This is an optimization exercise on Yosys and OpenROAD, whose aim is small area, not a production implementation. RTL that was checked went through simulation tests only; none was proved equivalent to the original. No driver is modelled on the clock port, so clocking that relies on it looks cheaper here than on a real chip. Power and IR drop assume default switching activity.

==> flow/design.v (excerpt) <==
module spi_ram(clk,rst_n,ss_n,mosi,miso);
input clk,rst_n,ss_n,mosi;
output miso;
wire [15:0] we, nwe;
wire [7:0] wdata, rdata;
wire [15:0] rgrp;
ram r(clk,we,nwe,wdata,rgrp,rdata);
spi_slave s(clk,rst_n,ss_n,mosi,miso,we,nwe,wdata,rgrp,rdata);
endmodule
Size in the first run: ~2500 cells after synthesis, about 2100 flip-flops, ~0.045 mm² of cells after synthesis.
clock: 10.0 ns
lec_check: 0
cap_margin: 10
core_margin: 2
core_utilization: 75
slew_margin: 10
synth_hierarchical: 1
standard.sh (not shown) runs the stock make flow with config.mk's settings and CLKGATE_MAP_FILE= SYNTH_SCRIPT=/design/flow/synth_recipe.tcl, a recipe that flattens the netlist after the stock synthesis.
==> flow/flow/run.sh <==
#!/bin/bash
# The standard layout, with two changes to clock tree synthesis: the sinks are
# clustered under clkbuf_8 leaf buffers without dummy loads, and afterwards
# post_cts.tcl upsizes every clock buffer whose sinks see a slow clock edge.
set -euo pipefail
here=$(pwd)
export CTS_ARGS="-sink_clustering_enable -repair_clock_nets -sink_clustering_size ${CTS_SIZE:-22} -sink_clustering_max_diameter ${CTS_DIAM:-55} -buf_list sky130_fd_sc_hd__clkbuf_8 -dont_use_dummy_load"
export POST_CTS_TCL="$here/flow/post_cts.tcl"
export POST_FLOORPLAN_TCL="$here/flow/post_floorplan.tcl"
export CLK_SLEW_TARGET="${CLK_SLEW_TARGET:-0.110}"
bash standard.sh > "$here/standard.log" 2>&1
==> flow/flow/post_floorplan.tcl <==
# Give every logic cell that synthesis sized up its smallest drive strength;
# the repair after global placement sizes cells up again wherever slew,
# capacitance or fanout need it. Flip-flops and clock cells are left alone.
set n 0
foreach inst [get_cells *] {
  set m [get_property $inst ref_name]
  if {![regexp {^sky130_fd_sc_hd__([a-z0-9]+)_([0-9]+)$} $m -> base drv]} { continue }
  if {$drv <= 1} { continue }
  if {[regexp {^(s?e?df|dl|clk|conb|tap|fill|decap|diode|ebuf|einv|lpflow|probe)} $base]} { continue }
  set new sky130_fd_sc_hd__${base}_1
  if {[llength [get_lib_cells -quiet */$new]] == 0} { continue }
  replace_cell [get_full_name $inst] $new
  incr n
}
puts "post_floorplan: downsized $n cells"
Other scripts of this flow, unchanged in this note and not shown: flow/flow/post_cts.tcl
Edit:
==> flow/flow/run.sh (replaced) <==
#!/bin/bash
# The standard layout, with two changes to clock tree synthesis: the sinks are
# clustered under clkbuf_8 leaf buffers without dummy loads, and afterwards
# post_cts.tcl upsizes every clock buffer whose sinks see a slow clock edge.
set -euo pipefail
here=$(pwd)
export CTS_ARGS="-sink_clustering_enable -repair_clock_nets -sink_clustering_size ${CTS_SIZE:-34} -sink_clustering_max_diameter ${CTS_DIAM:-70} -buf_list sky130_fd_sc_hd__clkbuf_16 -dont_use_dummy_load"
export POST_CTS_TCL="$here/flow/post_cts.tcl"
export CLK_SLEW_TARGET="${CLK_SLEW_TARGET:-0.110}"
bash standard.sh > "$here/standard.log" 2>&1
Settings changed: CORE_UTILIZATION 75 to 70.
removed: flow/flow/post_floorplan.tcl
What happened:
- The new run ran to the end with no violations
- power goes down by 5.4%
- core utilization goes down by 7.1 points
- routed wire length goes down by 19%
Edit:
--- a/flow/flow/run.sh
+++ b/flow/flow/run.sh
@@ -5,5 +5,5 @@
 set -euo pipefail
 here=$(pwd)
-export CTS_ARGS="-sink_clustering_enable -repair_clock_nets -sink_clustering_size ${CTS_SIZE:-34} -sink_clustering_max_diameter ${CTS_DIAM:-70} -buf_list sky130_fd_sc_hd__clkbuf_16 -dont_use_dummy_load"
+export CTS_ARGS="-sink_clustering_enable -repair_clock_nets -sink_clustering_size ${CTS_SIZE:-32} -sink_clustering_max_diameter ${CTS_DIAM:-70} -buf_list sky130_fd_sc_hd__clkbuf_16 -root_buf sky130_fd_sc_hd__clkbuf_16 -tree_buf sky130_fd_sc_hd__clkbuf_16 -dont_use_dummy_load"
 export POST_CTS_TCL="$here/flow/post_cts.tcl"
 export CLK_SLEW_TARGET="${CLK_SLEW_TARGET:-0.110}"
Outcome: The changed run passed the timing, design-rule and antenna checks. Final area hardly moves. Count of clock-buffer cells in the layout rose by 3. Register-to-register slack gets better by 50 ps. Cell count is about the same. Sequential power is about the same. Fmax rose by 1.2%. Synthesized area stays the same. Via count rose by 0.62%. Die area does not change. Power rose by 0.56%.
Edit:
==> flow/flow/run.sh (replaced) <==
#!/bin/bash
# The standard layout, with two changes to clock tree synthesis: the sinks are
# clustered under clkbuf_8 leaf buffers without dummy loads, and afterwards
# post_cts.tcl upsizes every clock buffer whose sinks see a slow clock edge.
set -euo pipefail
here=$(pwd)
export CTS_ARGS="-sink_clustering_enable -repair_clock_nets -sink_clustering_size ${CTS_SIZE:-34} -sink_clustering_max_diameter ${CTS_DIAM:-70} -buf_list sky130_fd_sc_hd__clkbuf_16 -dont_use_dummy_load"
export POST_CTS_TCL="$here/flow/post_cts.tcl"
export CLK_SLEW_TARGET="${CLK_SLEW_TARGET:-0.110}"
bash standard.sh > "$here/standard.log" 2>&1
Settings changed: CAP_MARGIN 10 to 40, SLEW_MARGIN 10 to 40.
Result: Sequential power is about the same. Core utilization barely changes. Worst setup slack gets worse by 88 ps. Final cell count hardly moves. Power decreases by 0.34%. Critical path depth is unchanged. Routed wire length hardly moves.

* * *

spi_ram, a different RTL version from the one above (not shown whole).
For scale: roughly 2500 cells after synthesis, roughly 2100 flip-flops, ~45000 um^2 of cells after synthesis.
Settings: LEC_CHECK=0, CAP_MARGIN=10, CORE_MARGIN=2, CORE_UTILIZATION=70, SLEW_MARGIN=10, SYNTH_HIERARCHICAL=1; clock period 10.0 ns.
==> flow/flow/run.sh <==
#!/bin/bash
# The standard layout, with two changes to clock tree synthesis: the sinks are
# clustered under clkbuf_8 leaf buffers without dummy loads, and afterwards
# post_cts.tcl upsizes every clock buffer whose sinks see a slow clock edge.
set -euo pipefail
here=$(pwd)
export CTS_ARGS="-sink_clustering_enable -repair_clock_nets -sink_clustering_size ${CTS_SIZE:-32} -sink_clustering_max_diameter ${CTS_DIAM:-70} -buf_list sky130_fd_sc_hd__clkbuf_16 -dont_use_dummy_load"
export POST_CTS_TCL="$here/flow/post_cts.tcl"
export POST_FLOORPLAN_TCL="$here/flow/post_floorplan.tcl"
export CLK_SLEW_TARGET="${CLK_SLEW_TARGET:-0.110}"
bash standard.sh > "$here/standard.log" 2>&1
==> flow/flow/post_floorplan.tcl <==
# Give every logic cell that synthesis sized up its smallest drive strength;
# the repair after global placement sizes cells up again wherever slew,
# capacitance or fanout need it. Flip-flops and clock cells are left alone.
set n 0
foreach inst [get_cells *] {
  set m [get_property $inst ref_name]
  if {![regexp {^sky130_fd_sc_hd__([a-z0-9]+)_([0-9]+)$} $m -> base drv]} { continue }
  if {$drv <= 1} { continue }
  if {[regexp {^(s?e?df|dl|clk|conb|tap|fill|decap|diode|ebuf|einv|lpflow|probe)} $base]} { continue }
  set new sky130_fd_sc_hd__${base}_1
  if {[llength [get_lib_cells -quiet */$new]] == 0} { continue }
  replace_cell [get_full_name $inst] $new
  incr n
}
puts "post_floorplan: downsized $n cells"
Other scripts of this flow, unchanged in this note and not shown: flow/flow/post_cts.tcl
==> next run, changes <==
--- a/flow/flow/run.sh
+++ b/flow/flow/run.sh
@@ -7 +7 @@
-export CTS_ARGS="-sink_clustering_enable -repair_clock_nets -sink_clustering_size ${CTS_SIZE:-32} -sink_clustering_max_diameter ${CTS_DIAM:-70} -buf_list sky130_fd_sc_hd__clkbuf_16 -dont_use_dummy_load"
+export CTS_ARGS="-sink_clustering_enable -repair_clock_nets -sink_clustering_size ${CTS_SIZE:-34} -sink_clustering_max_diameter ${CTS_DIAM:-70} -buf_list sky130_fd_sc_hd__clkbuf_16 -dont_use_dummy_load"
@@ -9 +8,0 @@
-export POST_FLOORPLAN_TCL="$here/flow/post_floorplan.tcl"
removed: flow/flow/post_floorplan.tcl
=> The changed run completed with no timing, DRC or antenna violations. First-iteration DRC count falls by about 30%. Global-route usage falls by 1.6 points. Critical path depth stays the same. Clock power falls by about 4%. Count of clock-buffer cells in the layout falls by 5. Sequential power stays flat. Register-to-register slack improves by 0.07 ns. Routed wire length falls by about 7%.
==> next run, changes <==
--- a/flow/flow/run.sh
+++ b/flow/flow/run.sh
@@ -8,0 +9 @@
+export POST_FLOORPLAN_TCL="$here/flow/post_floorplan.tcl"
==> flow/flow/post_floorplan.tcl (new file) <==
# Give every logic cell that synthesis sized up its smallest drive strength;
# the repair after global placement sizes cells up again wherever slew,
# capacitance or fanout need it. Flip-flops and clock cells are left alone.
set n 0
foreach inst [get_cells *] {
  set m [get_property $inst ref_name]
  if {![regexp {^sky130_fd_sc_hd__([a-z0-9]+)_([0-9]+)$} $m -> base drv]} { continue }
  if {$drv <= 1} { continue }
  if {[regexp {^(s?e?df|dl|clk|conb|tap|fill|decap|diode|ebuf|einv|lpflow|probe)} $base]} { continue }
  set new sky130_fd_sc_hd__${base}_1
  if {[llength [get_lib_cells -quiet */$new]] == 0} { continue }
  replace_cell [get_full_name $inst] $new
  incr n
}
puts "post_floorplan: downsized $n cells"
Result:
- final cell count barely changes
- first-iteration DRC count is higher by well over a third
- cell area went down slightly
- count of clock-buffer cells in the layout is higher by 1
- area after synthesis stays the same
No run of this note included a check of the RTL's function; only the layout flow was run.

* * *

spi_ram with an RTL version that a note above also has.
Size: ~2500 cells after synthesis, roughly 2100 flip-flops, ~45000 sq um of cells after synthesis.
export LEC_CHECK = 0
export CAP_MARGIN = 40
export CORE_MARGIN = 2
export CORE_UTILIZATION = 70
export SLEW_MARGIN = 40
export SYNTH_HIERARCHICAL = 1
create_clock -name core_clock -period 10.0 [get_ports {clk}]
==> flow/flow/run.sh <==
#!/bin/bash
# The standard layout, with two changes to clock tree synthesis: the sinks are
# clustered under clkbuf_8 leaf buffers without dummy loads, and afterwards
# post_cts.tcl upsizes every clock buffer whose sinks see a slow clock edge.
set -euo pipefail
here=$(pwd)
export CTS_ARGS="-sink_clustering_enable -repair_clock_nets -sink_clustering_size ${CTS_SIZE:-12} -sink_clustering_max_diameter ${CTS_DIAM:-45} -buf_list sky130_fd_sc_hd__clkbuf_4 -dont_use_dummy_load"
export POST_CTS_TCL="$here/flow/post_cts.tcl"
export CLK_SLEW_TARGET="${CLK_SLEW_TARGET:-0.110}"
bash standard.sh > "$here/standard.log" 2>&1
==> flow/flow/post_cts.tcl <==
# Make the clock edges at the flip-flops sharp enough: upsize the clock
# buffers above the leaf level to clkbuf_16, then upsize any leaf buffer
# whose flip-flop clock pins see a slew above CLK_SLEW_TARGET (ns, with
# placement-estimated parasitics), and legalize the placement.
set thr $::env(CLK_SLEW_TARGET)
set up [dict create \
  sky130_fd_sc_hd__clkbuf_1 sky130_fd_sc_hd__clkbuf_2 \
  sky130_fd_sc_hd__clkbuf_2 sky130_fd_sc_hd__clkbuf_4 \
  sky130_fd_sc_hd__clkbuf_4 sky130_fd_sc_hd__clkbuf_8 \
  sky130_fd_sc_hd__clkbuf_8 sky130_fd_sc_hd__clkbuf_16]

proc clock_loads {inst} {
  set x [get_pins -of_objects $inst -filter "direction==output"]
  return [get_pins -of_objects [get_nets -of_objects $x] -filter "direction==input"]
}

set n 0
foreach inst [get_cells clkbuf_*] {
  set inner 0
  foreach l [clock_loads $inst] {
    if {[string match *clkbuf* [get_property [get_cells -of_objects $l] ref_name]]} {
      set inner 1
    }
  }
  if {$inner && [get_property $inst ref_name] ne "sky130_fd_sc_hd__clkbuf_16"} {
    replace_cell [get_full_name $inst] sky130_fd_sc_hd__clkbuf_16
    incr n
  }
}
puts "post_cts: upsized $n clock buffers above the leaves"

for {set it 0} {$it < 4} {incr it} {
  estimate_parasitics -placement
  set drv [dict create]
  set worst 0
  set hist [dict create]
  foreach pin [get_pins -hierarchical */CLK] {
    set s [get_property $pin slew_max]
    dict incr hist [expr {int($s * 200) * 5}]
    if {$s > $worst} { set worst $s }
    if {$s > $thr} {
      foreach d [get_pins -of_objects [get_nets -of_objects $pin] -filter "direction==output"] {
        dict set drv [get_full_name [get_cells -of_objects $d]] 1
      }
    }
  }
  puts "post_cts: pass $it clock pin slews (ps bucket: pins) [lsort -stride 2 -integer $hist]"
  set n 0
  foreach inst [dict keys $drv] {
    set master [get_property [get_cells $inst] ref_name]
    if {[dict exists $up $master]} {
      replace_cell $inst [dict get $up $master]
      incr n
    }
  }
  puts "post_cts: pass $it worst clock pin slew $worst, upsized $n leaf buffers"
  if {$n == 0} { break }
}
detailed_placement
check_placement -verbose
estimate_parasitics -placement
The baseline finished clean.
==> next run, changes <==
==> flow/flow/run.sh (replaced) <==
#!/bin/bash
# The standard layout (standard.sh, with its standard synthesis), with two
# changes to clock tree synthesis: the sinks are clustered under clkbuf_16
# leaf buffers without dummy loads, and afterwards post_cts.tcl upsizes the
# clock buffers above the leaves, and any leaf buffer whose sinks see a slow
# clock edge. The make output goes to standard.log, each step's to orfs/logs.
set -euo pipefail
here=$(pwd)
export CTS_ARGS="-sink_clustering_enable -repair_clock_nets -sink_clustering_size 36 -sink_clustering_max_diameter 70 -sink_clustering_levels 1 -buf_list sky130_fd_sc_hd__clkbuf_16 -dont_use_dummy_load"
export POST_CTS_TCL="$here/flow/post_cts.tcl"
export CLK_SLEW_TARGET=0.110
bash standard.sh > "$here/standard.log" 2>&1
Settings changed: CAP_MARGIN 40 to 10, SLEW_MARGIN 40 to 10.
=>
- die area does not change
- worst setup slack improved by 73 ps
- critical path depth stays the same
- cell area shrinks by 1.2%
- total power shrinks by 2.1%
- first-iteration DRC count grows by 17%
- core utilization shrinks by 0.93 points
- worst hold slack improved by 19 ps
==> next run, changes <==
==> flow/flow/run.sh (replaced) <==
#!/bin/bash
# The standard layout, with two changes to clock tree synthesis: the sinks are
# clustered under clkbuf_8 leaf buffers without dummy loads, and afterwards
# post_cts.tcl upsizes every clock buffer whose sinks see a slow clock edge.
set -euo pipefail
here=$(pwd)
export CTS_ARGS="-sink_clustering_enable -repair_clock_nets -sink_clustering_size ${CTS_SIZE:-10} -sink_clustering_max_diameter ${CTS_DIAM:-40} -buf_list sky130_fd_sc_hd__clkbuf_4 -dont_use_dummy_load"
export POST_CTS_TCL="$here/flow/post_cts.tcl"
export CLK_SLEW_TARGET="${CLK_SLEW_TARGET:-0.110}"
bash standard.sh > "$here/standard.log" 2>&1
Settings changed: CAP_MARGIN 10 to 40, SLEW_MARGIN 10 to 40.
Setup slack got worse by 40 ps.
Wire length shrinks by about 2.6%.
Register-to-register slack gets worse by 40 ps.
Die area is unchanged.
Area after synthesis stays the same.
Count of clock-buffer cells in the layout climbs by 160.

afterwards: timing with drivers on the ports:
The results above use ideal ports. As a check the final layouts listed here were re-extracted and re-timed, cells and wires unchanged. Step 1 (the two cells are an assumption about what drives the block):
set clk [get_ports {clk}]
set_driving_cell -lib_cell sky130_fd_sc_hd__clkbuf_16 $clk
set_driving_cell -lib_cell sky130_fd_sc_hd__buf_2 [delete_from_list [all_inputs] $clk]
Step 2 moves the port delays by t, midway between the first and last clock arrival at a register: inputs arrive t later, outputs are due t later. That takes back most of the time a late clock gives input paths. Three values: no drivers, after step 1, after step 2; two values: the first two.
run	t (ns)	setup slack, ns	hold WS [ns]	latest minus earliest clock arrival (ns)
the first run of note 1	0.717	6.031 / 6.031 / 6.031	0.298 / 0.298 / 0.298	0.063 / 0.063
the second run of note 1	0.682	6.096 / 6.096 / 6.096	0.293 / 0.293 / 0.293	0.067 / 0.066
the third run of note 1	0.687	6.141 / 6.141 / 6.141	0.307 / 0.307 / 0.307	0.036 / 0.036
the fourth run of note 1	0.676	6.053 / 6.053 / 6.053	0.291 / 0.291 / 0.291	0.071 / 0.071
the first run of note 2	0.677	5.896 / 5.827 / 6.070	0.288 / 0.288 / 0.288	0.066 / 0.066
the second run of note 2	0.686	5.894 / 5.831 / 6.141	0.302 / 0.302 / 0.302	0.054 / 0.053
the third run of note 2	0.680	5.932 / 5.869 / 6.146	0.300 / 0.300 / 0.300	0.081 / 0.081
the first run of note 3	0.747	6.102 / 6.102 / 6.102	0.260 / 0.260 / 0.260	0.068 / 0.068
the second run of note 3	0.675	6.175 / 6.175 / 6.175	0.279 / 0.279 / 0.279	0.083 / 0.082
the third run of note 3	0.743	6.135 / 6.135 / 6.135	0.295 / 0.295 / 0.295	0.054 / 0.054
After both steps setup and hold are still met in every run listed.
